From an optimization exercise on the open Yosys and OpenROAD flow, aimed at small area, a short achievable clock period and few clock cycles; shortcuts taken in it are not production practice. Function was checked by simulation only, so behaviour that the tests miss may differ from the original. Power figures rest on the tool's default switching activity, not on a simulated workload.

## design/flow/run.sh

```bash
#!/bin/bash
# synth_recipe.tcl (not shown) runs the flow's synth.tcl, then flattens the netlist and writes it again
# the make line also repeats each setting of config.mk as NAME=value (left out here)
make -C /OpenROAD-flow-scripts/flow DESIGN_CONFIG=/design/flow/config.mk WORK_HOME=/design/flow/orfs CLKGATE_MAP_FILE= SYNTH_SCRIPT=/design/flow/synth_recipe.tcl finish
```

## design/flow/config.mk

```make
export PLATFORM = sky130hd
export DESIGN_NAME = core_top
export DESIGN_NICKNAME = core_top
export VERILOG_FILES = /design/flow/design.v
export SDC_FILE = /design/flow/constraint.sdc
export NUM_CORES = 4
export LEC_CHECK = 0
export CAP_MARGIN = 20
export CORE_MARGIN = 2
export CORE_UTILIZATION = 40
export SLEW_MARGIN = 20
```

## design/flow/constraint.sdc

```tcl
create_clock -name core_clock -period 12.0 [get_ports {clk_i}]
set_input_delay 2.4000 -clock core_clock [delete_from_list [all_inputs] [get_ports {clk_i}]]
set_output_delay 2.4000 -clock core_clock [all_outputs]
set_load 0.01 [all_outputs]
```

## design/flow/design.v

```verilog
module alu(
    input   wire [31:0]    alu_data1_i, 
    input   wire [31:0]    alu_data2_i,
    input   wire [3:0]              alu_op_i,
    output  reg [31:0]     alu_data_o    
);
always_comb begin
    priority case (alu_op_i)
        4'b0001: begin
            alu_data_o = $signed(alu_data1_i) + $signed(alu_data2_i);
        end
        4'b0010: begin
            alu_data_o = $signed(alu_data1_i) - $signed(alu_data2_i);
        end
        4'b1010: begin
            alu_data_o = alu_data1_i & alu_data2_i;
        end
        4'b1001: begin
            alu_data_o = alu_data1_i | alu_data2_i;
        end
        4'b0110: begin
            alu_data_o = alu_data1_i ^ alu_data2_i;
        end
        4'b0011: begin
            alu_data_o = alu_data1_i << alu_data2_i[4:0];
        end
        4'b0111: begin
                alu_data_o = alu_data1_i >> alu_data2_i[4:0]; 
        end
        4'b1000: begin
                alu_data_o = $signed(alu_data1_i) >>> alu_data2_i[4:0];
        end
        4'b0100: begin
                alu_data_o = ($signed(alu_data1_i) < $signed(alu_data2_i)) ? 32'b1 : 32'b0; 
        end
        4'b0101: begin
                alu_data_o = (alu_data1_i < alu_data2_i) ? 32'b1 : 32'b0; 
        end
        default: begin
            alu_data_o = alu_data1_i; 
        end
    endcase
end  
endmodule
module csr_reg (
    input   wire                        clk_i,
    input   wire                        rst_n_i,
    input   wire                        csr_wen_i,        
    input   wire [31:0]        csr_raddr_i,      
    input   wire [31:0]        csr_waddr_i, 
    input   wire [31:0]        csr_wdata_i,
    output  reg  [31:0]        csr_rdata_o,
    input   wire                        clint_wen_i,        
    input   wire [31:0]        clint_raddr_i,      
    input   wire [31:0]        clint_waddr_i, 
    input   wire [31:0]        clint_wdata_i,
    output  reg  [31:0]        clint_rdata_o,
    output  logic[31:0]        clint_csr_mtvec_o, 
    output  logic[31:0]        clint_csr_mepc_o, 
    output  logic[31:0]        clint_csr_mstatus_o
);
reg     [63:0]              cycle;
reg     [31:0]     mtvec;
reg     [31:0]     mcause;
reg     [31:0]     mepc;
reg     [31:0]     mie;
reg     [31:0]     mstatus;
reg     [31:0]     mscratch;
logic                       csr_wr_same_addr;
logic                       clint_wr_same_addr;
always_comb begin 
    csr_wr_same_addr    = ((csr_waddr_i[11:0] == csr_raddr_i[11:0]) && (csr_wen_i == 1'b1)) ? 1'b1 : 1'b0;
    clint_wr_same_addr  = ((clint_waddr_i[11:0] == clint_raddr_i[11:0]) && (clint_wen_i == 1'b1)) ? 1'b1 : 1'b0;
end
always_ff @( posedge clk_i ) begin 
    if (!rst_n_i) begin
        cycle <= 64'b0;
    end
    else begin
        cycle <= cycle + 1'b1;
    end
end
always_ff @( posedge clk_i ) begin 
    if (!rst_n_i) begin
        mtvec       <= 32'b0;
        mcause      <= 32'b0;
        mepc        <= 32'b0;
        mie         <= 32'b0;
        mstatus     <= 32'b0;
        mscratch    <= 32'b0;
    end
    else if (csr_wen_i) begin
        priority case (csr_waddr_i[11:0])
            12'h305: begin
                mtvec       <= csr_wdata_i;
            end
            12'h342: begin
                mcause      <= csr_wdata_i;
            end
            12'h341: begin
                mepc        <= csr_wdata_i;
            end
            12'h304: begin
                mie         <= csr_wdata_i;
            end
            12'h300: begin
                mstatus     <= csr_wdata_i;
            end
            12'h340: begin
                mscratch    <= csr_wdata_i;
            end
            default: begin
            end
        endcase
    end
    else if (clint_wen_i) begin
        priority case (clint_waddr_i[11:0])
            12'h305: begin
                mtvec       <= clint_wdata_i;
            end
            12'h342: begin
                mcause      <= clint_wdata_i;
            end
            12'h341: begin
                mepc        <= clint_wdata_i;
            end
            12'h304: begin
                mie         <= clint_wdata_i;
            end
            12'h300: begin
                mstatus     <= clint_wdata_i;
            end
            12'h340: begin
                mscratch    <= clint_wdata_i;
            end
            default: begin
            end
        endcase
    end
end
always_comb begin 
    if (csr_wr_same_addr) begin
        csr_rdata_o = csr_wdata_i;
    end
    else begin
        priority case (csr_raddr_i[11:0])
            12'hc00: begin
                csr_rdata_o = cycle[31:0];
            end
            12'hc80: begin
                csr_rdata_o = cycle[63:32];
            end
            12'h305: begin
                csr_rdata_o = mtvec;
            end
            12'h342: begin
                csr_rdata_o = mcause;
            end
            12'h341: begin
                csr_rdata_o = mepc;
            end
            12'h304: begin
                csr_rdata_o = mie;
            end
            12'h300: begin
                csr_rdata_o = mstatus;
            end
            12'h340: begin
                csr_rdata_o = mscratch;
            end
            default: begin
                csr_rdata_o = 32'b0;
            end
        endcase
    end
end
always_comb begin 
    if (clint_wr_same_addr) begin
        clint_rdata_o = clint_wdata_i;
    end
    else begin
        priority case (clint_raddr_i[11:0])
            12'hc00: begin
                clint_rdata_o = cycle[31:0];
            end
            12'hc80: begin
                clint_rdata_o = cycle[63:32];
            end
            12'h305: begin
                clint_rdata_o = mtvec;
            end
            12'h342: begin
                clint_rdata_o = mcause;
            end
            12'h341: begin
                clint_rdata_o = mepc;
            end
            12'h304: begin
                clint_rdata_o = mie;
            end
            12'h300: begin
                clint_rdata_o = mstatus;
            end
            12'h340: begin
                clint_rdata_o = mscratch;
            end
            default: begin
                clint_rdata_o = 32'b0;
            end
        endcase
    end
end
endmodule
module ctrl(
    input   wire                        clk_i,
    input   wire                        rst_n_i,
    input   wire                        jump_flag_i,
    input   wire [31:0]       jump_addr_i,
    input   wire                        hold_flag_rib_i,
    input   wire                        jtag_flag_i,
    input   wire                        hold_flag_clint_i,
    output  reg                         jump_flag_o,
    output  reg [31:0]        jump_addr_o,
    output  reg [2:0]             hold_flag_o
);
always_comb begin
    jump_addr_o = jump_addr_i;
    jump_flag_o = jump_flag_i;
    if (jump_flag_i | hold_flag_clint_i) begin
        hold_flag_o = 3'b011;
    end
    else if (hold_flag_rib_i) begin
        hold_flag_o = 3'b001;
    end
    else if (jtag_flag_i) begin
        hold_flag_o = 3'b001;
    end
    else begin
        hold_flag_o = 3'b000;
    end
end
endmodule
module gp_reg (
    input   wire                    clk_i,
    input   wire                    rst_n_i,
    input   wire                     reg_wen_i,
    input   wire [4:0]     reg_waddr_i,
    input   wire [31:0]     reg_wdata_i,
    input   wire                     jtag_en_i,
    input   wire [4:0]     jtag_addr_i,
    input   wire [31:0]     jtag_data_i,
    output  logic[31:0]     jtag_data_o,
    input   wire [4:0]     reg1_raddr_i,
    output  reg  [31:0]     reg1_rdata_o,
    input   wire [4:0]     reg2_raddr_i,
    output  reg  [31:0]     reg2_rdata_o
);
integer                 i;
reg     [31:0] regs [0:31];
logic                   reg_waddr_valid;
logic                   jtag_addr_valid;
logic                   reg1_raddr_valid;
logic                   reg2_raddr_valid;
logic                   reg1_addr_same;
logic                   reg2_addr_same;
always_comb begin 
    reg_waddr_valid     = (reg_waddr_i != 32'b0) ? 1'b1 : 1'b0;
    jtag_addr_valid     = (jtag_addr_i != 32'b0) ? 1'b1 : 1'b0;
    reg1_raddr_valid    = (reg1_raddr_i != 32'b0) ? 1'b1 : 1'b0;
    reg2_raddr_valid    = (reg2_raddr_i != 32'b0) ? 1'b1 : 1'b0;
    reg1_addr_same      = ((reg1_raddr_i == reg_waddr_i) && reg_wen_i) ? 1'b1 : 1'b0;
    reg2_addr_same      = ((reg2_raddr_i == reg_waddr_i) && reg_wen_i) ? 1'b1 : 1'b0;
end
always_ff @( posedge clk_i ) begin 
    if (!rst_n_i) begin
        for (i = 0; i < 32; i = i + 1) begin
            regs[i] <= 32'b0;
        end
    end
    else if (reg_waddr_valid && reg_wen_i) begin
        regs[reg_waddr_i] <= reg_wdata_i;
    end
    else if (jtag_addr_valid && jtag_en_i) begin
        regs[jtag_addr_i] <= jtag_data_i;
    end
end
always_comb begin 
    if (!reg1_raddr_valid) begin
        reg1_rdata_o = 32'b0;
    end
    else if (reg1_addr_same) begin
        reg1_rdata_o = reg_wdata_i;
    end
    else begin
        reg1_rdata_o = regs[reg1_raddr_i];
    end
end
always_comb begin 
    if (!reg2_raddr_valid) begin
        reg2_rdata_o = 32'b0;
    end
    else if (reg2_addr_same) begin
        reg2_rdata_o = reg_wdata_i;
    end
    else begin
        reg2_rdata_o = regs[reg2_raddr_i];
    end
end
always_comb begin 
    if (!jtag_addr_valid) begin
        jtag_data_o = 32'b0;
    end
    else begin
        jtag_data_o = regs[jtag_addr_i];
    end
end
endmodule
module id_to_ex(
    input   logic                        clk_i,
    input   logic                        rst_n_i,
    input   logic [2:0]            hold_flag_i,                        
    input   reg  [31:0]        op1_i,
    input   reg  [31:0]        op2_i,
    input   reg  [31:0]        offset_i,
    input   reg  [31:0]       inst_i,         
    input   reg  [31:0]       inst_addr_i,        
    input   reg                         reg_wen_i,             
    input   reg  [4:0]        reg_waddr_i,    
    input   reg                         csr_wen_i,        
    input   reg  [31:0]        csr_rdata_i,      
    input   reg  [31:0]        csr_waddr_i,   
    output  reg  [31:0]        op1_o,
    output  reg  [31:0]        op2_o,
    output  reg  [31:0]        offset_o,
    output  reg  [31:0]       inst_o,         
    output  reg  [31:0]       inst_addr_o,        
    output  reg                         reg_wen_o,             
    output  reg  [4:0]        reg_waddr_o,    
    output  reg                         csr_wen_o,        
    output  reg  [31:0]        csr_rdata_o,      
    output  reg  [31:0]        csr_waddr_o
);
logic hold_en;
always_comb begin
    if (hold_flag_i >= 3'b011) begin
        hold_en = 1'b1;
    end
    else begin
        hold_en = 1'b0;
    end
end
always_ff @( posedge clk_i ) begin 
    if (!rst_n_i) begin
        inst_o          <= 32'h0013;
        inst_addr_o     <= 32'b0;
        reg_wen_o       <= 1'b0;
        reg_waddr_o     <= 5'b0;
        op1_o           <= 32'b0;
        op2_o           <= 32'b0;
        offset_o        <= 32'b0;
        csr_wen_o       <= 1'b0;
        csr_waddr_o     <= 32'b0;
        csr_rdata_o     <= 32'b0;
    end
    else if (hold_en) begin
        inst_o          <= 32'h0013;
        inst_addr_o     <= 32'b0;
        reg_wen_o       <= 1'b0;
        reg_waddr_o     <= 5'b0;
        op1_o           <= 32'b0;
        op2_o           <= 32'b0;
        offset_o        <= 32'b0;
        csr_wen_o       <= 1'b0;
        csr_waddr_o     <= 32'b0;
        csr_rdata_o     <= 32'b0;
    end
    else begin
        inst_o          <= inst_i;
        inst_addr_o     <= inst_addr_i;
        reg_wen_o       <= reg_wen_i;
        reg_waddr_o     <= reg_waddr_i;
        op1_o           <= op1_i;
        op2_o           <= op2_i;
        offset_o        <= offset_i;
        csr_wen_o       <= csr_wen_i;
        csr_waddr_o     <= csr_waddr_i;
        csr_rdata_o     <= csr_rdata_i;
    end
end
endmodule
module inst_decode(
    input   wire                        clk_i,
    input   wire                        rst_n_i,
    input   wire [31:0]       inst_i,             
    input   wire [31:0]       inst_addr_i,        
    input   wire [31:0]        reg1_rdata_i,
    input   wire [31:0]        reg2_rdata_i,
    output  reg  [4:0]        reg1_raddr_o,
    output  reg  [4:0]        reg2_raddr_o,
    input   wire [31:0]        csr_rdata_i,
    output  reg  [31:0]        csr_raddr_o,  
    output  reg  [31:0]        op1_o,
    output  reg  [31:0]        op2_o,
    output  reg  [31:0]        offset_o,
    output  reg  [31:0]       inst_o,         
    output  reg  [31:0]       inst_addr_o,        
    output  reg                         reg_wen_o,             
    output  reg  [4:0]        reg_waddr_o,    
    output  reg                         csr_wen_o,        
    output  reg  [31:0]        csr_rdata_o,      
    output  reg  [31:0]        csr_waddr_o
);
logic [6:0]  func7;
logic [4:0]  rs2;
logic [4:0]  rs1;
logic [2:0]  func3;
logic [4:0]  rd;
logic [6:0]  opcode;
always_comb begin 
    func7   = inst_i [31:25];
    rs2     = inst_i [24:20];   
    rs1     = inst_i [19:15];   
    func3   = inst_i [14:12];   
    rd      = inst_i [11:7];  
    opcode  = inst_i [6:0]; 
end
always_comb begin
    inst_o          = inst_i;
    inst_addr_o     = inst_addr_i;
    csr_rdata_o     = csr_rdata_i;
    priority case (opcode)
        7'b0110011: begin
            offset_o        = 32'b0;
            csr_wen_o       = 1'b0;
            csr_raddr_o     = 32'b0;
            csr_waddr_o     = 32'b0;
            priority case (func3)
                 3'b000, 3'b000, 3'b001, 3'b010, 3'b011, 3'b100, 3'b101, 3'b101, 3'b110, 3'b111: begin
                    reg_wen_o       = 1'b1;
                    reg_waddr_o     = rd;
                    reg1_raddr_o    = rs1;
                    reg2_raddr_o    = rs2;
                    op1_o           = reg1_rdata_i;
                    op2_o           = reg2_rdata_i;
                end
                default: begin
                    reg_wen_o       = 1'b0;
                    reg_waddr_o     = 5'b0;
                    reg1_raddr_o    = 5'b0;
                    reg2_raddr_o    = 5'b0;
                    op1_o           = 32'b0;
                    op2_o           = 32'b0;
                end
            endcase
        end
        7'b0010011: begin
            offset_o        = 32'b0;
            csr_wen_o       = 1'b0;
            csr_raddr_o     = 32'b0;
            csr_waddr_o     = 32'b0;
            priority case (func3)
                3'b000, 3'b010, 3'b011, 3'b100, 3'b110, 3'b111, 3'b001, 3'b101, 3'b101: begin
                    reg_wen_o       = 1'b1;
                    reg_waddr_o     = rd;
                    reg1_raddr_o    = rs1;
                    reg2_raddr_o    = 5'b0;
                    op1_o           = reg1_rdata_i;
                    op2_o           = {{20{inst_i[31]}},inst_i[31:20]};
                end
                default: begin
                    reg_wen_o       = 1'b0;
                    reg_waddr_o     = 5'b0;
                    reg1_raddr_o    = 5'b0;
                    reg2_raddr_o    = 5'b0;
                    op1_o           = 32'b0;
                    op2_o           = 32'b0;
                end
            endcase
        end
        7'b0000011: begin
            offset_o        = 32'b0;
            csr_wen_o       = 1'b0;
            csr_raddr_o     = 32'b0;
            csr_waddr_o     = 32'b0;         
            priority case (func3)
                 3'b000, 3'b001, 3'b010, 3'b100, 3'b101: begin
                    reg_wen_o       = 1'b1;
                    reg_waddr_o     = rd;
                    reg1_raddr_o    = rs1;
                    reg2_raddr_o    = 5'b0;
                    op1_o           = reg1_rdata_i;
                    op2_o           = {{20{inst_i[31]}},inst_i[31:20]};
                end
                default: begin
                    reg_wen_o       = 1'b0;
                    reg_waddr_o     = 5'b0;
                    reg1_raddr_o    = 5'b0;
                    reg2_raddr_o    = 5'b0;
                    op1_o           = 32'b0;
                    op2_o           = 32'b0;
                end
            endcase
        end
        7'b1101111: begin
            reg_wen_o       = 1'b1;
            reg_waddr_o     = rd;
            reg1_raddr_o    = 5'b0;
            reg2_raddr_o    = 5'b0;
            op1_o           = inst_addr_i;
            op2_o           = 32'b0;
            offset_o        = {{12{inst_i[31]}}, inst_i[19:12], inst_i[20], inst_i[30:21], 1'b0};
            csr_wen_o       = 1'b0;
            csr_raddr_o     = 32'b0;
            csr_waddr_o     = 32'b0;
        end
        7'b1100111: begin
            reg_wen_o       = 1'b1;
            reg_waddr_o     = rd;
            reg1_raddr_o    = rs1;
            reg2_raddr_o    = 5'b0;
            op1_o           = reg1_rdata_i;
            op2_o           = inst_addr_i;
            offset_o        = {{20{inst_i[31]}}, inst_i[31:20]};
            csr_wen_o       = 1'b0;
            csr_raddr_o     = 32'b0;
            csr_waddr_o     = 32'b0;
        end
        7'b0100011: begin
            csr_wen_o       = 1'b0;
            csr_raddr_o     = 32'b0;
            csr_waddr_o     = 32'b0;
            priority case (func3)
                3'b000, 3'b001, 3'b010: begin
                    reg_wen_o       = 1'b1;
                    reg_waddr_o     = 5'b0;
                    reg1_raddr_o    = rs1;
                    reg2_raddr_o    = rs2;
                    op1_o           = reg1_rdata_i;
                    op2_o           = reg2_rdata_i;
                    offset_o        = {{20{inst_i[31]}},inst_i[31:25],inst_i[11:7]};
                end
                default: begin
                    reg_wen_o       = 1'b0;
                    reg_waddr_o     = 5'b0;
                    reg1_raddr_o    = 5'b0;
                    reg2_raddr_o    = 5'b0;
                    op1_o           = 32'b0;
                    op2_o           = 32'b0;
                    offset_o        = 32'b0;
                end
            endcase
        end
        7'b1100011: begin
            csr_wen_o       = 1'b0;
            csr_raddr_o     = 32'b0;
            csr_waddr_o     = 32'b0;
            priority case (func3)
                3'b000, 3'b001, 3'b100, 3'b101, 3'b110, 3'b111: begin
                    reg_wen_o       = 1'b1;
                    reg_waddr_o     = 5'b0;
                    reg1_raddr_o    = rs1;
                    reg2_raddr_o    = rs2;
                    op1_o           = reg1_rdata_i;
                    op2_o           = reg2_rdata_i;
                    offset_o        = {{20{inst_i[31]}},inst_i[7],inst_i[30:25],inst_i[11:8],1'b0};
                end
                default: begin
                    reg_wen_o       = 1'b0;
                    reg_waddr_o     = 5'b0;
                    reg1_raddr_o    = 5'b0;
                    reg2_raddr_o    = 5'b0;
                    op1_o           = 32'b0;
                    op2_o           = 32'b0;
                    offset_o        = 32'b0;
                end
            endcase
        end
        7'b0110111, 7'b0010111: begin
            reg_wen_o       = 1'b1;
            reg_waddr_o     = rd;
            reg1_raddr_o    = 5'b0;
            reg2_raddr_o    = 5'b0;
            op1_o           = {inst_i[31:12],12'b0};
            op2_o           = 32'b0;
            offset_o        = 32'b0;
            csr_wen_o       = 1'b0;
            csr_raddr_o     = 32'b0;
            csr_waddr_o     = 32'b0;
        end
        7'b1110011: begin
            priority case (func3)
                3'b001, 3'b010, 3'b011: begin
                    reg_wen_o       = 1'b1;
                    reg_waddr_o     = rd;
                    reg1_raddr_o    = rs1;
                    reg2_raddr_o    = 5'b0;
                    op1_o           = reg1_rdata_i;
                    op2_o           = 32'b0;
                    offset_o        = 32'b0;
                    csr_wen_o       = 1'b1;
                    csr_raddr_o     = {20'h0, inst_i[31:20]};
                    csr_waddr_o     = {20'h0, inst_i[31:20]};
                end
                3'b101, 3'b110, 3'b111: begin
                    reg_wen_o       = 1'b1;
                    reg_waddr_o     = rd;
                    reg1_raddr_o    = 5'b0;
                    reg2_raddr_o    = 5'b0;
                    op1_o           = {27'h0, inst_i[19:15]};
                    op2_o           = 32'b0;
                    offset_o        = 32'b0;
                    csr_wen_o       = 1'b1;
                    csr_raddr_o     = {20'h0, inst_i[31:20]};
                    csr_waddr_o     = {20'h0, inst_i[31:20]};
                end
                default: begin
                    reg_wen_o       = 1'b0;
                    reg_waddr_o     = 5'b0;
                    reg1_raddr_o    = 5'b0;
                    reg2_raddr_o    = 5'b0;
                    op1_o           = 32'b0;
                    op2_o           = 32'b0;
                    offset_o        = 32'b0;
                    csr_wen_o       = 1'b0;
                    csr_raddr_o     = 32'b0;
                    csr_waddr_o     = 32'b0;
                end
            endcase
        end
        8'b0000_1111: begin
            reg_wen_o       = 1'b0;
            reg_waddr_o     = 5'b0;
            reg1_raddr_o    = 5'b0;
            reg2_raddr_o    = 5'b0;
            op1_o           = inst_addr_i;
            op2_o           = 32'h4;
            offset_o        = 32'b0;
            csr_wen_o       = 1'b0;
            csr_raddr_o     = 32'b0;
            csr_waddr_o     = 32'b0;
        end
        default: begin
            reg_wen_o       = 1'b0;
            reg_waddr_o     = 5'b0;
            reg1_raddr_o    = 5'b0;
            reg2_raddr_o    = 5'b0;
            op1_o           = 32'b0;
            op2_o           = 32'b0;
            offset_o        = 32'b0;
            csr_wen_o       = 1'b0;
            csr_raddr_o     = 32'b0;
            csr_waddr_o     = 32'b0;
        end
    endcase
end
endmodule
module inst_execute (
    input   wire                        clk_i,
    input   wire                        rst_n_i,
    input   reg  [31:0]        op1_i,
    input   reg  [31:0]        op2_i,
    input   reg  [31:0]        offset_i,
    input   reg  [31:0]       inst_i,         
    input   reg  [31:0]       inst_addr_i,        
    input   reg                         reg_wen_i,             
    input   reg  [4:0]        reg_waddr_i,    
    input   reg                         csr_wen_i,        
    input   reg  [31:0]        csr_rdata_i,      
    input   reg  [31:0]        csr_waddr_i,    
    output  reg                         reg_wen_o,
    output  reg  [4:0]        reg_waddr_o,
    output  reg  [31:0]        reg_wdata_o,
    output  reg                         csr_wen_o,
    output  reg  [31:0]        csr_waddr_o,
    output  reg  [31:0]        csr_wdata_o,
    input   wire [31:0]        mem_rdata_i,
    output  logic                       mem_rib_rreq_o,
    output  reg  [31:0]        mem_raddr_o,
    output  reg                         mem_rib_wreq_o,
    output  reg                         mem_wen_o, 
    output  logic[31:0]        mem_waddr_o, 
    output  reg  [31:0]        mem_wdata_o,
    output  logic                       jump_flag_o,
    output  logic[31:0]       jump_addr_o,
    input   wire                        int_flag_i,          
    input   wire [31:0]       int_addr_i, 
    input   wire [31:0]        alu_data_i,     
    output  reg  [31:0]        alu_data1_o,
    output  reg  [31:0]        alu_data2_o,
    output  reg  [3:0]                  alu_op_o
);
logic [6:0]              func7;
logic [2:0]              func3;
logic [6:0]              opcode;
logic [31:0]   jump_addr;
logic                    reg_wen;
logic                    csr_wen;
logic                    mem_rib_rreq;
logic                    mem_rib_wreq;
logic                    mem_wen;
always_comb begin
    func7           = inst_i [31:25];
    func3           = inst_i [14:12];   
    opcode          = inst_i [6:0]; 
    if (int_flag_i) begin
        jump_addr_o     = int_addr_i;
        reg_wen_o       = 1'b0;
        csr_wen_o       = 1'b0;
        mem_rib_rreq_o  = 1'b0;
        mem_rib_wreq_o  = 1'b0;
        mem_wen_o       = 1'b0;
    end
    else begin
        jump_addr_o = jump_addr;
        reg_wen_o       = reg_wen;
        csr_wen_o       = csr_wen;
        mem_rib_rreq_o  = mem_rib_rreq;
        mem_rib_wreq_o  = mem_rib_wreq;
        mem_wen_o       = mem_wen;
    end
end
always_comb begin 
    reg_wen         = reg_wen_i;
    reg_waddr_o     = reg_waddr_i;
    csr_wen         = csr_wen_i;
    csr_waddr_o     = csr_waddr_i;
    priority case (opcode)
        7'b0110011: begin
            csr_wdata_o     = 32'b0;
            mem_rib_wreq    = 1'b0;
            mem_wen         = 1'b0;
            mem_waddr_o     = 32'b0;
            mem_rib_rreq    = 1'b0;
            mem_raddr_o     = 32'b0;
            mem_wdata_o     = 32'b0;
            jump_flag_o     = 1'b0;
            jump_addr       = 32'b0;
            priority case (func3)
                3'b000, 3'b000: begin
                    alu_data1_o     = op1_i;
                    alu_data2_o     = op2_i;
                    alu_op_o        = (func7) ? 4'b0010 : 4'b0001;                  
                    reg_wdata_o     = alu_data_i;
                end
                3'b001: begin
                    alu_data1_o     = op1_i;
                    alu_data2_o     = op2_i;
                    alu_op_o        = 4'b0011;
                    reg_wdata_o     = alu_data_i;
                end
                3'b010: begin
                    alu_data1_o     = op1_i;
                    alu_data2_o     = op2_i;
                    alu_op_o        = 4'b0100;
                    reg_wdata_o     = alu_data_i;
                end
                3'b011: begin
                    alu_data1_o     = op1_i;
                    alu_data2_o     = op2_i;
                    alu_op_o        = 4'b0101;
                    reg_wdata_o     = alu_data_i;
                end
                3'b100: begin
                    alu_data1_o     = op1_i;
                    alu_data2_o     = op2_i;
                    alu_op_o        = 4'b0110;
                    reg_wdata_o     = alu_data_i;
                end
                3'b101, 3'b101: begin
                    alu_data1_o     = op1_i;
                    alu_data2_o     = op2_i;
                    alu_op_o        = (inst_i[30]) ? 4'b1000 : 4'b0111; 
                    reg_wdata_o     = alu_data_i;
                end
                3'b110: begin
                    alu_data1_o     = op1_i;
                    alu_data2_o     = op2_i;
                    alu_op_o        = 4'b1001;
                    reg_wdata_o     = alu_data_i;
                end
                3'b111: begin
                    alu_data1_o     = op1_i;
                    alu_data2_o     = op2_i;
                    alu_op_o        = 4'b1010;
                    reg_wdata_o     = alu_data_i;
                end
                default: begin
                    alu_data1_o     = 32'b0;
                    alu_data2_o     = 32'b0;
                    alu_op_o        = 4'b0;
                    reg_wdata_o     = 32'b0;
                end
            endcase
        end
        7'b0010011: begin
            csr_wdata_o     = 32'b0;
            mem_rib_wreq    = 1'b0;
            mem_wen         = 1'b0;
            mem_waddr_o     = 32'b0;
            mem_rib_rreq    = 1'b0;
            mem_raddr_o     = 32'b0;
            mem_wdata_o     = 32'b0;
            jump_flag_o     = 1'b0;
            jump_addr       = 32'b0;
            priority case (func3)
                3'b000: begin
                    alu_data1_o     = op1_i;
                    alu_data2_o     = op2_i;
                    alu_op_o        = 4'b0001;
                    reg_wdata_o     = alu_data_i;
                end
                3'b010: begin
                    alu_data1_o     = op1_i;
                    alu_data2_o     = op2_i;
                    alu_op_o        = 4'b0100;
                    reg_wdata_o     = alu_data_i;
                end
                3'b011: begin
                    alu_data1_o     = op1_i;
                    alu_data2_o     = op2_i;
                    alu_op_o        = 4'b0101;
                    reg_wdata_o     = alu_data_i;
                end
                3'b100: begin
                    alu_data1_o     = op1_i;
                    alu_data2_o     = op2_i;
                    alu_op_o        = 4'b0110;
                    reg_wdata_o     = alu_data_i;
                end
                3'b110: begin
                    alu_data1_o     = op1_i;
                    alu_data2_o     = op2_i;
                    alu_op_o        = 4'b1001;
                    reg_wdata_o     = alu_data_i;
                end
                3'b111: begin
                    alu_data1_o     = op1_i;
                    alu_data2_o     = op2_i;
                    alu_op_o        = 4'b1010;
                    reg_wdata_o     = alu_data_i;
                end
                3'b001: begin
                    alu_data1_o     = op1_i;
                    alu_data2_o     = op2_i;
                    alu_op_o        = 4'b0011;
                    reg_wdata_o     = alu_data_i;
                end
                3'b101, 3'b101: begin
                    alu_data1_o     = op1_i;
                    alu_data2_o     = op2_i;
                    alu_op_o        = (inst_i[30]) ? 4'b1000 : 4'b0111;
                    reg_wdata_o     = alu_data_i;
                end
                default: begin
                    alu_data1_o     = 32'b0;
                    alu_data2_o     = 32'b0;
                    alu_op_o        = 4'b0;
                    reg_wdata_o     = 32'b0;
                end
            endcase
        end
        7'b0000011: begin
            alu_data1_o     = $signed(op1_i);
            alu_data2_o     = $signed(op2_i);
            alu_op_o        = 4'b0001;
            csr_wdata_o     = 32'b0;
            mem_rib_wreq    = 1'b0;
            mem_wen         = 1'b0;
            mem_waddr_o     = 32'b0;
            mem_wdata_o     = 32'b0;
            mem_rib_rreq    = 1'b1;
            mem_raddr_o     = alu_data_i;
            jump_flag_o     = 1'b0;
            jump_addr       = 32'b0;
            priority case (func3)
                3'b000: begin
                    priority case(alu_data_i[1:0])
                        2'b00: begin
                            reg_wdata_o = {{24{mem_rdata_i[7]}}, mem_rdata_i[7:0]};
                        end
                        2'b01: begin
                            reg_wdata_o = {{24{mem_rdata_i[15]}}, mem_rdata_i[15:8]};
                        end
                        2'b10: begin
                            reg_wdata_o = {{24{mem_rdata_i[23]}}, mem_rdata_i[23:16]};
                        end
                        2'b11: begin
                            reg_wdata_o = {{24{mem_rdata_i[31]}}, mem_rdata_i[31:24]};
                        end
                        default: begin
                            reg_wdata_o = 32'b0;
                        end
                    endcase
                end
                3'b001: begin
                    if(|alu_data_i[1:0]) begin
                        reg_wdata_o = {{16{mem_rdata_i[31]}}, mem_rdata_i[31:16]};
                    end
                    else begin
                        reg_wdata_o = {{16{mem_rdata_i[15]}}, mem_rdata_i[15:0]};
                    end
                end
                3'b010: begin
                    reg_wdata_o = mem_rdata_i;
                end
                3'b100: begin
                    priority case(alu_data_i[1:0])
                        2'b00: begin
                            reg_wdata_o = {{24{1'b0}}, mem_rdata_i[7:0]};
                        end
                        2'b01: begin
                            reg_wdata_o = {{24{1'b0}}, mem_rdata_i[15:8]};
                        end
                        2'b10: begin
                            reg_wdata_o = {{24{1'b0}}, mem_rdata_i[23:16]};
                        end
                        2'b11: begin
                            reg_wdata_o = {{24{1'b0}}, mem_rdata_i[31:24]};
                        end
                        default: begin
                            reg_wdata_o = 32'b0;
                        end
                    endcase
                end
                3'b101: begin
                    if(|alu_data_i[1:0]) begin
                        reg_wdata_o = {{16{1'b0}}, mem_rdata_i[31:16]};
                    end
                    else begin
                        reg_wdata_o = {{16{1'b0}}, mem_rdata_i[15:0]};
                    end
                end
                default: begin
                    reg_wdata_o = 32'b0;
                end
            endcase
        end
        7'b1101111: begin
            alu_data1_o     = op1_i;
            alu_data2_o     = offset_i;
            alu_op_o        = 4'b0001;
            reg_wdata_o     = op1_i + 32'h4;
            csr_wdata_o     = 32'b0;
            mem_rib_wreq    = 1'b0;
            mem_wen         = 1'b0;
            mem_waddr_o     = 32'b0;
            mem_wdata_o     = 32'b0;
            mem_rib_rreq    = 1'b0;
            mem_raddr_o     = 32'b0;
            jump_flag_o     = 1'b1;
            jump_addr       = alu_data_i;
        end
        7'b1100111: begin
            alu_data1_o     = op1_i;
            alu_data2_o     = offset_i;
            alu_op_o        = 4'b0001;
            reg_wdata_o     = op2_i + 32'h4;
            csr_wdata_o     = 32'b0;
            mem_rib_wreq    = 1'b0;
            mem_wen         = 1'b0;
            mem_waddr_o     = 32'b0;
            mem_wdata_o     = 32'b0;
            mem_rib_rreq    = 1'b0;
            mem_raddr_o     = 32'b0;
            jump_flag_o     = 1'b1;
            jump_addr       = alu_data_i & ~32'b1;
        end
        7'b0100011: begin
            alu_data1_o     = $signed(op1_i);
            alu_data2_o     = $signed(offset_i);
            alu_op_o        = 4'b0001;
            reg_waddr_o     = 5'b0;
            reg_wdata_o     = 32'b0;
            csr_wdata_o     = 32'b0;
            mem_rib_wreq    = 1'b1;
            mem_wen         = 1'b1;
            mem_waddr_o     = alu_data_i;
            mem_rib_rreq    = 1'b1;
            mem_raddr_o     = alu_data_i;
            jump_flag_o     = 1'b0;
            jump_addr       = 32'b0;
            priority case (func3)
                3'b000: begin
                    priority case(alu_data_i[1:0])
                        2'b00: begin
                            mem_wdata_o = {mem_rdata_i[31:8], op2_i[7:0]};
                        end
                        2'b01: begin
                            mem_wdata_o = {mem_rdata_i[31:16], op2_i[7:0], mem_rdata_i[7:0]};
                        end
                        2'b10: begin
                            mem_wdata_o = {mem_rdata_i[31:24], op2_i[7:0], mem_rdata_i[15:0]};
                        end
                        2'b11: begin
                            mem_wdata_o = {op2_i[7:0], mem_rdata_i[23:0]};
                        end
                        default: begin
                            mem_wdata_o = 32'b0;
                        end
                    endcase
                end
                3'b001: begin
                    if(|alu_data_i[1:0]) begin
                        mem_wdata_o = {op2_i[15:0], mem_rdata_i[15:0]};
                    end
                    else begin
                        mem_wdata_o = {mem_rdata_i[31:16], op2_i[15:0]};
                    end
                end
                3'b010: begin
                    mem_wdata_o = op2_i;
                end
                default: begin
                    mem_wdata_o = 32'b0;
                end
            endcase
        end
        7'b1100011: begin
            reg_wdata_o     = 32'b0;
            csr_wdata_o     = 32'b0;
            mem_rib_wreq    = 1'b0;
            mem_wen         = 1'b0;
            mem_waddr_o     = 32'b0;
            mem_rib_rreq    = 1'b0;
            mem_raddr_o     = 32'b0;
            mem_wdata_o     = 32'b0;
            priority case (func3)
                3'b000: begin
                    alu_data1_o     = op1_i;
                    alu_data2_o     = op2_i;
                    alu_op_o        = 4'b0010;
                    jump_flag_o     = (|alu_data_i) ? 1'b0 : 1'b1;
                    jump_addr       = (|alu_data_i) ? 32'b0 : (inst_addr_i + offset_i);
                end
                3'b001: begin
                    alu_data1_o     = op1_i;
                    alu_data2_o     = op2_i;
                    alu_op_o        = 4'b0010;
                    jump_flag_o     = (|alu_data_i) ? 1'b1 : 1'b0;
                    jump_addr       = (|alu_data_i) ? (inst_addr_i + offset_i) : 32'b0;
                end
                3'b100: begin
                    alu_data1_o     = op1_i;
                    alu_data2_o     = op2_i;
                    alu_op_o        = 4'b0100;
                    jump_flag_o     = (|alu_data_i) ? 1'b1 : 1'b0;
                    jump_addr       = (|alu_data_i) ? (inst_addr_i + offset_i) : 32'b0;
                end
                3'b101: begin
                    alu_data1_o     = op1_i;
                    alu_data2_o     = op2_i;
                    alu_op_o        = 4'b0100;
                    jump_flag_o     = (|alu_data_i) ? 1'b0 : 1'b1;
                    jump_addr       = (|alu_data_i) ? 32'b0 : (inst_addr_i + offset_i);
                end
                3'b110: begin
                    alu_data1_o     = op1_i;
                    alu_data2_o     = op2_i;
                    alu_op_o        = 4'b0101;
                    jump_flag_o     = (|alu_data_i) ? 1'b1 : 1'b0;
                    jump_addr       = (|alu_data_i) ? (inst_addr_i + offset_i) : 32'b0;
                end
                3'b111: begin
                    alu_data1_o     = op1_i;
                    alu_data2_o     = op2_i;
                    alu_op_o        = 4'b0101;
                    jump_flag_o     = (|alu_data_i) ? 1'b0 : 1'b1;
                    jump_addr       = (|alu_data_i) ? 32'b0 : (inst_addr_i + offset_i);
                end
                default: begin
                    alu_data1_o     = 32'b0;
                    alu_data2_o     = 32'b0;
                    alu_op_o        = 4'b0;
                    jump_flag_o     = 1'b0;
                    jump_addr       = 32'b0;
                end
            endcase
        end
        7'b0110111: begin
            alu_data1_o     = 32'b0;
            alu_data2_o     = 32'b0;
            alu_op_o        = 4'b0;
            reg_wdata_o     = op1_i;
            csr_wdata_o     = 32'b0;
            mem_rib_wreq    = 1'b0;
            mem_wen         = 1'b0;
            mem_waddr_o     = 32'b0;
            mem_rib_rreq    = 1'b0;
            mem_raddr_o     = 32'b0;
            mem_wdata_o     = 32'b0;
            jump_flag_o     = 1'b0;
            jump_addr       = 32'b0;
        end
        7'b0010111: begin
            alu_data1_o     = op1_i;
            alu_data2_o     = inst_addr_i;
            alu_op_o        = 4'b0001;
            reg_wdata_o     = alu_data_i;
            csr_wdata_o     = 32'b0;
            mem_rib_wreq    = 1'b0;
            mem_wen         = 1'b0;
            mem_waddr_o     = 32'b0;
            mem_rib_rreq    = 1'b0;
            mem_raddr_o     = 32'b0;
            mem_wdata_o     = 32'b0;
            jump_flag_o     = 1'b0;
            jump_addr       = 32'b0;
        end
        7'b1110011: begin
            mem_rib_wreq    = 1'b0;
            mem_wen         = 1'b0;
            mem_waddr_o     = 32'b0;
            mem_rib_rreq    = 1'b0;
            mem_raddr_o     = 32'b0;
            mem_wdata_o     = 32'b0;
            jump_flag_o     = 1'b0;
            jump_addr       = 32'b0;
            priority case (func3)
                3'b001, 3'b101: begin
                    alu_data1_o     = 32'b0;
                    alu_data2_o     = 32'b0;
                    alu_op_o        = 4'b0;
                    reg_wdata_o     = csr_rdata_i;
                    csr_wdata_o     = op1_i;
                end
                3'b010, 3'b110: begin
                    alu_data1_o     = csr_rdata_i;
                    alu_data2_o     = op1_i;
                    alu_op_o        = 4'b1001;
                    reg_wdata_o     = csr_rdata_i;
                    csr_wdata_o     = alu_data_i;
                end
                3'b011, 3'b111: begin
                    alu_data1_o     = csr_rdata_i;
                    alu_data2_o     = ~ op1_i;
                    alu_op_o        = 4'b1010;
                    reg_wdata_o     = csr_rdata_i;
                    csr_wdata_o     = alu_data_i;
                end
                default: begin
                    alu_data1_o     = 32'b0;
                    alu_data2_o     = 32'b0;
                    alu_op_o        = 4'b0;
                    reg_wdata_o     = 32'b0;
                    csr_wdata_o     = 32'b0;
                end
            endcase
        end
        default: begin
            alu_data1_o     = 32'b0;
            alu_data2_o     = 32'b0;
            alu_op_o        = 4'b0;
            reg_wdata_o     = 32'b0;
            csr_wdata_o     = 32'b0;
            mem_rib_wreq    = 1'b0;
            mem_wen         = 1'b0;
            mem_waddr_o     = 32'b0;
            mem_rib_rreq    = 1'b0;
            mem_raddr_o     = 32'b0;
            mem_wdata_o     = 32'b0;
            jump_flag_o     = 1'b0;
            jump_addr       = 32'b0;
        end      
    endcase
end
endmodule
module inst_fetch(
    input   wire                        clk_i,
    input   wire                        rst_n_i,
    input   wire [2:0]            hold_flag_i,        
    input   wire [7:0]             interrupt_flag_i,   
    output  reg  [7:0]             interrupt_flag_o,   
    input   wire [31:0]       inst_i,             
    input   wire [31:0]       inst_addr_i,        
    output  reg  [31:0]       inst_o,             
    output  reg  [31:0]       inst_addr_o         
);
wire hold_id_en = (hold_flag_i >= 3'b001);  
always_ff @(posedge clk_i) begin 
    if (!rst_n_i) begin
        interrupt_flag_o    <= 8'h0;
        inst_o              <= 32'h0013;
        inst_addr_o         <= 32'h0;
    end
    else if (hold_id_en) begin
        interrupt_flag_o    <= 8'h0;
        inst_o              <= 32'h0013;
        inst_addr_o         <= 32'h0;
    end
    else begin
        interrupt_flag_o    <= interrupt_flag_i;
        inst_o              <= inst_i;
        inst_addr_o         <= {inst_addr_i[31:2], {2'b0}};
    end
end
endmodule
module pc_reg (
    input   wire                        clk_i,
    input   wire                        rst_n_i,
    input   wire [2:0]            hold_flag_i,
    input   wire                        jump_flag_i,
    input   wire [31:0]       jump_addr_i,
    input   wire                        jtag_reset_flag_i,
    output  reg  [31:0]       pc_addr_o
);
wire hold_pc_en = (|hold_flag_i) ;  
always_ff @(posedge clk_i) begin 
    if (!rst_n_i | jtag_reset_flag_i) begin
        pc_addr_o <= 32'h0;
    end
    else if (jump_flag_i) begin
        pc_addr_o <= jump_addr_i;
    end
    else if (hold_pc_en) begin
        pc_addr_o <= pc_addr_o;
    end
    else begin
        pc_addr_o <= pc_addr_o + 4'd4;
    end
end
endmodule
module core_top (
    input   wire                        clk_i,
    input   wire                        rst_n_i,
    output  wire [31:0]       pc_addr_o,
    input   wire [31:0]       rib_inst_i,           
    input   wire [31:0]       rib_inst_addr_i, 
    input   wire                        jtag_en_i,
    input   wire [4:0]        jtag_addr_i,
    input   wire [31:0]        jtag_data_i,
    output  wire [31:0]        jtag_data_o,
    input   wire [7:0]             int_flag_i,
    input   wire [31:0]        mem_rdata_i,
    output  wire                        mem_rib_rreq_o,
    output  wire [31:0]        mem_raddr_o,
    output  wire                        mem_rib_wreq_o,
    output  wire                        mem_wen_o, 
    output  wire [31:0]        mem_waddr_o,
    output  wire [31:0]        mem_wdata_o,
    input   wire                        rib_hold_flag_i,                
    input   wire                        jtag_halt_flag_i,             
    input   wire                        jtag_reset_flag_i
);
wire [2:0]            hold_flag_ctrl;
wire                        jump_flag_ctrl;
wire [31:0]       jump_addr_ctrl;
wire [7:0]             int_flag_if;  
wire [31:0]       inst_if;         
wire [31:0]       inst_addr_if;      
wire [31:0]        reg1_rdata_id;
wire [4:0]        reg1_raddr_id;
wire [31:0]        reg2_rdata_id;
wire [4:0]        reg2_raddr_id;
wire [31:0]        csr_rdata_id;
wire [31:0]        csr_rdata_id_reg;
wire [31:0]        csr_raddr_id;
wire [31:0]        op1_id;
wire [31:0]        op2_id;
wire [31:0]        offset_id;
wire [31:0]       inst_id;         
wire [31:0]       inst_addr_id;        
wire                        reg_wen_id;             
wire [4:0]        reg_waddr_id;    
wire                        csr_wen_id;             
wire [31:0]        csr_waddr_id;
wire                        mem_rd_flag_id;
wire [31:0]        op1_id_to_ex;
wire [31:0]        op2_id_to_ex;
wire [31:0]        offset_id_to_ex;
wire [31:0]       inst_id_to_ex;         
wire [31:0]       inst_addr_id_to_ex;        
wire                        reg_wen_id_to_ex;             
wire [4:0]        reg_waddr_id_to_ex;    
wire                        csr_wen_id_to_ex;        
wire [31:0]        csr_rdata_id_to_ex;      
wire [31:0]        csr_waddr_id_to_ex;
wire                        reg_wen_ie;
wire [4:0]        reg_waddr_ie;
wire [31:0]        reg_wdata_ie;
wire                        csr_wen_ie;
wire [31:0]        csr_waddr_ie;
wire [31:0]        csr_wdata_ie;
wire                        jump_flag_ie;
wire [31:0]       jump_addr_ie;
wire [31:0]        alu_data;     
wire [31:0]        alu_data1_ie;
wire [31:0]        alu_data2_ie;
wire [3:0]                  alu_op_ie;
wire [31:0]        clint_rdata;
wire [31:0]        clint_raddr = 32'b0;
wire                        clint_wen = 1'b0;
wire [31:0]        clint_waddr = 32'b0;
wire [31:0]        clint_wdata = 32'b0;
wire [31:0]        csr_mtvec;
wire [31:0]        csr_mepc;
wire [31:0]        csr_mstatus;
wire                        int_flag_clint = 1'b0;
wire [31:0]       int_addr_clint = 32'b0;
wire                        hold_flag_clint = 1'b0;
pc_reg          u_pc_reg (
    .clk_i                  (clk_i),
    .rst_n_i                (rst_n_i),
    .hold_flag_i            (hold_flag_ctrl),
    .jump_flag_i            (jump_flag_ctrl),
    .jump_addr_i            (jump_addr_ctrl),
    .jtag_reset_flag_i      (jtag_reset_flag_i),
    .pc_addr_o              (pc_addr_o)
);
inst_fetch      u_if(
    .clk_i                  (clk_i),
    .rst_n_i                (rst_n_i),
    .hold_flag_i            (hold_flag_ctrl),       
    .interrupt_flag_i       (int_flag_i),  
    .interrupt_flag_o       (int_flag_if),  
    .inst_i                 (rib_inst_i),            
    .inst_addr_i            (rib_inst_addr_i),       
    .inst_o                 (inst_if),            
    .inst_addr_o            (inst_addr_if)        
);
inst_decode     u_id(
    .clk_i                  (clk_i),
    .rst_n_i                (rst_n_i),
    .inst_i                 (inst_if),            
    .inst_addr_i            (inst_addr_if),       
    .reg1_rdata_i           (reg1_rdata_id),
    .reg2_rdata_i           (reg2_rdata_id),
    .reg1_raddr_o           (reg1_raddr_id),
    .reg2_raddr_o           (reg2_raddr_id),
    .csr_rdata_i            (csr_rdata_id),
    .csr_raddr_o            (csr_raddr_id),  
    .op1_o                  (op1_id),
    .op2_o                  (op2_id),
    .offset_o               (offset_id),
    .inst_o                 (inst_id),         
    .inst_addr_o            (inst_addr_id),        
    .reg_wen_o              (reg_wen_id),             
    .reg_waddr_o            (reg_waddr_id),    
    .csr_wen_o              (csr_wen_id),        
    .csr_rdata_o            (csr_rdata_id_reg),      
    .csr_waddr_o            (csr_waddr_id)
);
id_to_ex        u_id_to_ex(
    .clk_i                  (clk_i),
    .rst_n_i                (rst_n_i),
    .hold_flag_i            (hold_flag_ctrl),
    .op1_i                  (op1_id),
    .op2_i                  (op2_id),
    .offset_i               (offset_id),
    .inst_i                 (inst_id),         
    .inst_addr_i            (inst_addr_id),        
    .reg_wen_i              (reg_wen_id),             
    .reg_waddr_i            (reg_waddr_id),    
    .csr_wen_i              (csr_wen_id),        
    .csr_rdata_i            (csr_rdata_id_reg),      
    .csr_waddr_i            (csr_waddr_id),   
    .op1_o                  (op1_id_to_ex),
    .op2_o                  (op2_id_to_ex),
    .offset_o               (offset_id_to_ex),
    .inst_o                 (inst_id_to_ex),         
    .inst_addr_o            (inst_addr_id_to_ex),        
    .reg_wen_o              (reg_wen_id_to_ex),             
    .reg_waddr_o            (reg_waddr_id_to_ex),    
    .csr_wen_o              (csr_wen_id_to_ex),        
    .csr_rdata_o            (csr_rdata_id_to_ex),      
    .csr_waddr_o            (csr_waddr_id_to_ex)  
);
inst_execute    u_ie(
    .clk_i                  (clk_i),
    .rst_n_i                (rst_n_i),
    .op1_i                  (op1_id_to_ex),
    .op2_i                  (op2_id_to_ex),
    .offset_i               (offset_id_to_ex),
    .inst_i                 (inst_id_to_ex),         
    .inst_addr_i            (inst_addr_id_to_ex),        
    .reg_wen_i              (reg_wen_id_to_ex),             
    .reg_waddr_i            (reg_waddr_id_to_ex),    
    .csr_wen_i              (csr_wen_id_to_ex),        
    .csr_rdata_i            (csr_rdata_id_to_ex),      
    .csr_waddr_i            (csr_waddr_id_to_ex),    
    .reg_wen_o              (reg_wen_ie),
    .reg_waddr_o            (reg_waddr_ie),
    .reg_wdata_o            (reg_wdata_ie),
    .csr_wen_o              (csr_wen_ie),
    .csr_waddr_o            (csr_waddr_ie),
    .csr_wdata_o            (csr_wdata_ie),
    .mem_rdata_i            (mem_rdata_i),
    .mem_rib_rreq_o         (mem_rib_rreq_o),
    .mem_raddr_o            (mem_raddr_o),
    .mem_rib_wreq_o         (mem_rib_wreq_o),
    .mem_wen_o              (mem_wen_o), 
    .mem_waddr_o            (mem_waddr_o), 
    .mem_wdata_o            (mem_wdata_o),
    .jump_flag_o            (jump_flag_ie),
    .jump_addr_o            (jump_addr_ie),
    .int_flag_i             (int_flag_clint),
    .int_addr_i             (int_addr_clint),
    .alu_data_i             (alu_data),     
    .alu_data1_o            (alu_data1_ie),
    .alu_data2_o            (alu_data2_ie),
    .alu_op_o               (alu_op_ie)
);
alu             u_alu(
    .alu_data1_i            (alu_data1_ie), 
    .alu_data2_i            (alu_data2_ie),
    .alu_op_i               (alu_op_ie),
    .alu_data_o             (alu_data)
);
gp_reg          u_gp_reg(
    .clk_i                  (clk_i),
    .rst_n_i                (rst_n_i),
    .reg_wen_i              (reg_wen_ie),
    .reg_waddr_i            (reg_waddr_ie),
    .reg_wdata_i            (reg_wdata_ie),
    .jtag_en_i              (jtag_en_i),
    .jtag_addr_i            (jtag_addr_i),
    .jtag_data_i            (jtag_data_i),
    .jtag_data_o            (jtag_data_o),
    .reg1_raddr_i           (reg1_raddr_id),
    .reg1_rdata_o           (reg1_rdata_id),
    .reg2_raddr_i           (reg2_raddr_id),
    .reg2_rdata_o           (reg2_rdata_id)
);
csr_reg         u_csr_reg(
    .clk_i                  (clk_i),
    .rst_n_i                (rst_n_i),
    .csr_wen_i              (csr_wen_id_to_ex),        
    .csr_raddr_i            (csr_raddr_id),      
    .csr_waddr_i            (csr_waddr_ie), 
    .csr_wdata_i            (csr_wdata_ie),
    .csr_rdata_o            (csr_rdata_id),
    .clint_wen_i            (clint_wen),        
    .clint_raddr_i          (clint_raddr),      
    .clint_waddr_i          (clint_waddr), 
    .clint_wdata_i          (clint_wdata),
    .clint_rdata_o          (clint_rdata),
    .clint_csr_mtvec_o      (csr_mtvec), 
    .clint_csr_mepc_o       (csr_mepc), 
    .clint_csr_mstatus_o    (csr_mstatus)
);
ctrl            u_ctrl(
    .clk_i                  (clk_i),
    .rst_n_i                (rst_n_i),
    .jump_flag_i            (jump_flag_ie),
    .jump_addr_i            (jump_addr_ie),
    .hold_flag_rib_i        (rib_hold_flag_i),
    .jtag_flag_i            (jtag_halt_flag_i),
    .hold_flag_clint_i      (hold_flag_clint),
    .jump_flag_o            (jump_flag_ctrl),
    .jump_addr_o            (jump_addr_ctrl),
    .hold_flag_o            (hold_flag_ctrl)
);
endmodule
```

==> results by group <==
Status
  – Status: no timing/DRC/antenna violations

Cells and area
  – Regs by FF count: u_gp_reg.regs x1024, u_csr_reg.cycle x64
  – Layout Utilization: 45.05%
  – Largest reg by FF count: u_gp_reg.regs
  – Final net count: 12,390
  – Max reg flops: 1,024
  – Area grow syn2layout: 12.32%
  – Most common cell after layout, fill and taps aside: nand2_1
  – Share of layout cells above drive strength 1: 10.79%
  – Most frequent cells in the layout: nand2_1 (2,512), nor2_1 (1,852), nand3_1 (1,163)

Routing
  – DR pass1 iterations: 10
  – Initial DRC count: 17,990
  – # DRC: 0
  – Drt total wl: 567,800 um
  – DR WL/cell: 36.27 um
  – Vias per cell: 6.838
  – Antenna Nets Post-Route: 0
  – Via count: 107,100

Timing
  – Slew Viols, Final: 0
  – Slew @ Worst Pin: 1.336 ns
  – Setup TNS: 0 ns
  – Final period util: 96.30%
  – Slew margin rel.: 10.50%
  – Final Skew: 0.1008 ns
  – Fin. Hold Viols: 0
  – Final setup violating endpoints: 0
  – Tmin final: 11.56 ns
  – F_max: 86.54 MHz
  – RSZ-0062 raised after global routing: no

Pwr
  – PD cells: 121.7 nW/um^2
  – Switching pwr: 4.348 mW
  – Pleak: 41.04 nW
  – Peak supply drop: 0.1323 mV
  – Switching share of total power: 30.97%
  – Internal: 9.691 mW
  – Clock Power Share: 40.0%
  – Comb power frac: 17.2%
  – Fraction of power consumed by sequential logic: 42.8%

Clocking
  – CTS Sinks: 1,557
  – Setup Fix Bufs, Post-CTS: 0
  – Resize count post-CTS: 0
  – # hold bufs at CTS: 0
  – H-tree depth: 4
  – CTS tree: done
  – Number of buffers created by CTS: 179
  – Clk slew on worst S/H paths: 0.06 ns
  – CTS max path bufs: 3
  – Worst skew pair latency: 0.93 ns
  – CTS Root Cell: clkbuf_16

Global route
  – Met3 GRT Util: 12.62%
  – Initial antenna violation count: 35
  – Global-route usage over all layers: 41.80%
  – Vias in the first global route: 98,360
  – Largest net degree at the start of global routing: 150
  – Total gr overflow: 0
  – Met1 GRT Util: 50.43%
  – Gr busiest metal: met2
  – Met2 GRT Util: 61.70%
  – First-pass GRT wire length: 777,800 um

Logic synthesis
  – Xor and xnor area share after synthesis: 1.535%
  – Top cells by area, synth: edfxtp_1 (30%), dfxtp_1 (10%), nand2_1 (9.5%), mux4_2 (7.0%), nor2_1 (6.8%)
  – Post-Syn Area per Cell: 8.296 um^2
  – Yosys reg bits: 1,557
  – Compound-Gate Fraction of Synth Area: 15.15%
  – Number of enable flip-flop cells after synthesis: 1,024
  – Synthesized instance count: 12,380
  – Post-synthesis simple-gate area fraction: 27.13%
  – Netlist Area Pre-Place: 102,700 um^2
  – Synth cell types: 117
  – Largest family of logic cells by synthesized area: simple AND/OR/NAND/NOR gates
  – Post-synth top area share: 29.95%
  – Synth area leader: edfxtp_1
  – Mux share of post-synthesis cell area: 9.077%
  – Top_reg_cell synth: edfxtp_1
  – Yosys Warn Count: 9
  – Sequential area share after synthesis: 40.34%
  – FFs w/ async S/R, synth: 0%
  – Synth Area in Adders: 1.630%

Setup path
  – CP Max Fanout: 34
  – Critical Path AT: 9.16 ns
  – WS Path Type: register to primary output
  – Reg-to-reg endpoint: u_id_to_ex.offset_o[11]
  – Worst Reg-to-Reg Cells: 29
  – Reg-to-reg setup timing slack: 1.54 ns
  – CP Capture Type: primary output
  – Worst EP required: 9.60 ns
  – Reg-to-reg startpoint: u_id_to_ex.inst_o[6]
  – CP Launch Type: register

Floorplanning
  – Total core area: 256,000 um^2
  – Die height: 510.7 um
  – Die area: 260,800 um^2
  – Initial Util: 40.11%
  – Number of core rows: 186
  – Top Ports: 310
  – Die X: 510.7 um

Place
  – Port Buf Inserts: 299
  – Routability Congestion: 1.019
  – Post-DP HPWL: 368,400 um

Worst hold path
  – Worst Hold Class: register to register
  – Hold Path Depth: 1
  – Hold Path Origin: u_csr_reg.cycle[0]
  – Hold Crit Endpoint: u_csr_reg.cycle[0]

Job
  – MaxCap Viol Count: 0
==> per-layer routing <==
layer,vias up,share of wire (%),wire [um]
met4,30,9.8,55660
met1,51700,35,199900
li1,44110,-,-
met5,-,0.047,267
met2,8919,42,239400
met3,2303,13,72580
==> synthesized netlist by cell type (39+ instances only) <==
cell / count
a221oi_1: 55
nor2_1: 1864
a211oi_1: 178
o211ai_1: 62
mux4_2: 321
and2_1: 102
mux2_2: 71
o21ai_0: 301
nand2_1: 2586
edfxtp_1: 1024
o22ai_1: 83
nand2b_1: 39
a22oi_1: 121
inv_1: 119
ha_1: 129
a31oi_1: 136
or3_1: 50
nand4_1: 72
and3_1: 285
buf_2: 116
nor3_1: 137
buf_4: 39
xor2_1: 90
a222oi_1: 79
a21oi_1: 477
buf_1: 163
xnor2_1: 90
a21o_1: 42
mux2i_1: 129
a311oi_1: 343
dfxtp_1: 533
clkbuf_1: 864
nand3_1: 1164
==> cells by family (layout without fill, tap and decap cells) <==
kind of cell	after synthesis	count (layout)
muxes	521	521
DFF	1557	1557
and+or+nand+nor	6457	6457
buffers and inverters	1315	1155
other	1	56
AOI/OAI and AO/OA	2214	2214
xor gates and xnor gates	180	180
adders and majority gates	132	132
==> cell type report <==
class	instances	area, um^2
Fill cell	24700	140700
Antenna cell	24	60.06
Inverter	125	476.7
Multi-Input combinational cell	9536	56830
Tap cell	3384	4234
Sequential cell	1557	41420
Clock buffer	224	4792
Timing Repair Buffer	709	6390
Clock inverter	97	1127
==> power groups by stage <==
stage	logic (mW)	registers, mW	clock network [mW]
6_report	2.41	6.01	5.61
5_1_grt	2.45	6.02	5.86
4_1_cts	2.28	6.00	5.63
3_5_place_dp	2.28	6.11	0
3_3_place_gp	2.27	6.10	0
2_1_floorplan	1.25	6.04	0
==> how the worst max path moves through the flow <==
stage	startpoint	depth (start not counted)	endpoint	slack, ns
detailed placement	u_id_to_ex.inst_o[5]	21	mem_wdata_o[13]	1.63
global route	u_id_to_ex.inst_o[6]	23	mem_wdata_o[6]	0.06
finish	u_id_to_ex.inst_o[6]	23	mem_wdata_o[1]	0.44
global placement	u_id_to_ex.inst_o[5]	21	mem_wdata_o[14]	1.64
CTS	u_id_to_ex.inst_o[5]	21	mem_wdata_o[13]	0.70
floorplan	u_id_to_ex.inst_o[13]	29	mem_wdata_o[0]	2.92
==> metrics by stage <==
| stage | instances | hold slack (ns) | cell area [um^2] | total power, mW | setup WS [ns] |
|---|---|---|---|---|---|
| 2_1_floorplan | 12410 | 0.4232 | 102800 | 7.284 | 2.921 |
| 3_3_place_gp | 15300 | 0.4391 | 109200 | 8.369 | 1.643 |
| 3_5_place_dp | 15310 | 0.4587 | 109200 | 8.388 | 1.625 |
| 4_1_cts | 15630 | 0.4731 | 115100 | 13.91 | 0.7026 |
| 5_1_grt | 15630 | 0.5012 | 115300 | 14.32 | 0.05506 |
| 6_report | 15660 | 0.4628 | 115300 | 14.04 | 0.4444 |
==> worst max-delay path: stages, from the launching register on <==
cell,delay (ns)
dfxtp_1,0.70
and4_1,0.75
nand2_1,0.38
buf_12,0.29
nor2_1,0.16
a221o_2,0.13
buf_4,0.34
inv_2,0.09
fa_1,0.44
nand2b_1,0.13
a21oi_1,0.13
o21ba_2,0.27
a41oi_1,0.43
o31a_1,0.30
o211a_1,0.24
a21oi_1,0.12
a211oi_1,0.53
a311o_1,0.45
a311oi_4,0.28
and2_0,0.33
nor3_1,0.75
a22oi_1,0.22
nor2_1,0.15
clkdlybuf4s50_1,0.57
Testbench counts, summed over its fixed seeds: cycles 21,749.

## port drivers added, routing unchanged
The results above use ideal ports. As a check the final layout listed here was re-extracted and re-timed, cells and wires unchanged.
Step 1 sets driving cells, clkbuf_16 on the clock port and buf_2 on the other inputs (assumed; they add their load-dependent delay and slew).
Step 2 also shifts input and output timing later by t, the mid clock arrival at the registers, as if the neighbouring blocks saw the same clock.
Slacks: ideal ports / drivers / drivers and shift; pairs: ideal ports / drivers.
t (ns): 0.982
setup slack, ns: 0.444 / 0.342 / 1.325
worst register clock-pin slew, ns: 0.07 / 0.07
worst slew at a driven data input, ns: 0.12
pins driven straight from the clock port: 1
After both steps this run still meets setup and hold. For this run, drivers alone change the setup slack by -0.102 ns; drivers and shift together by +0.881 ns.
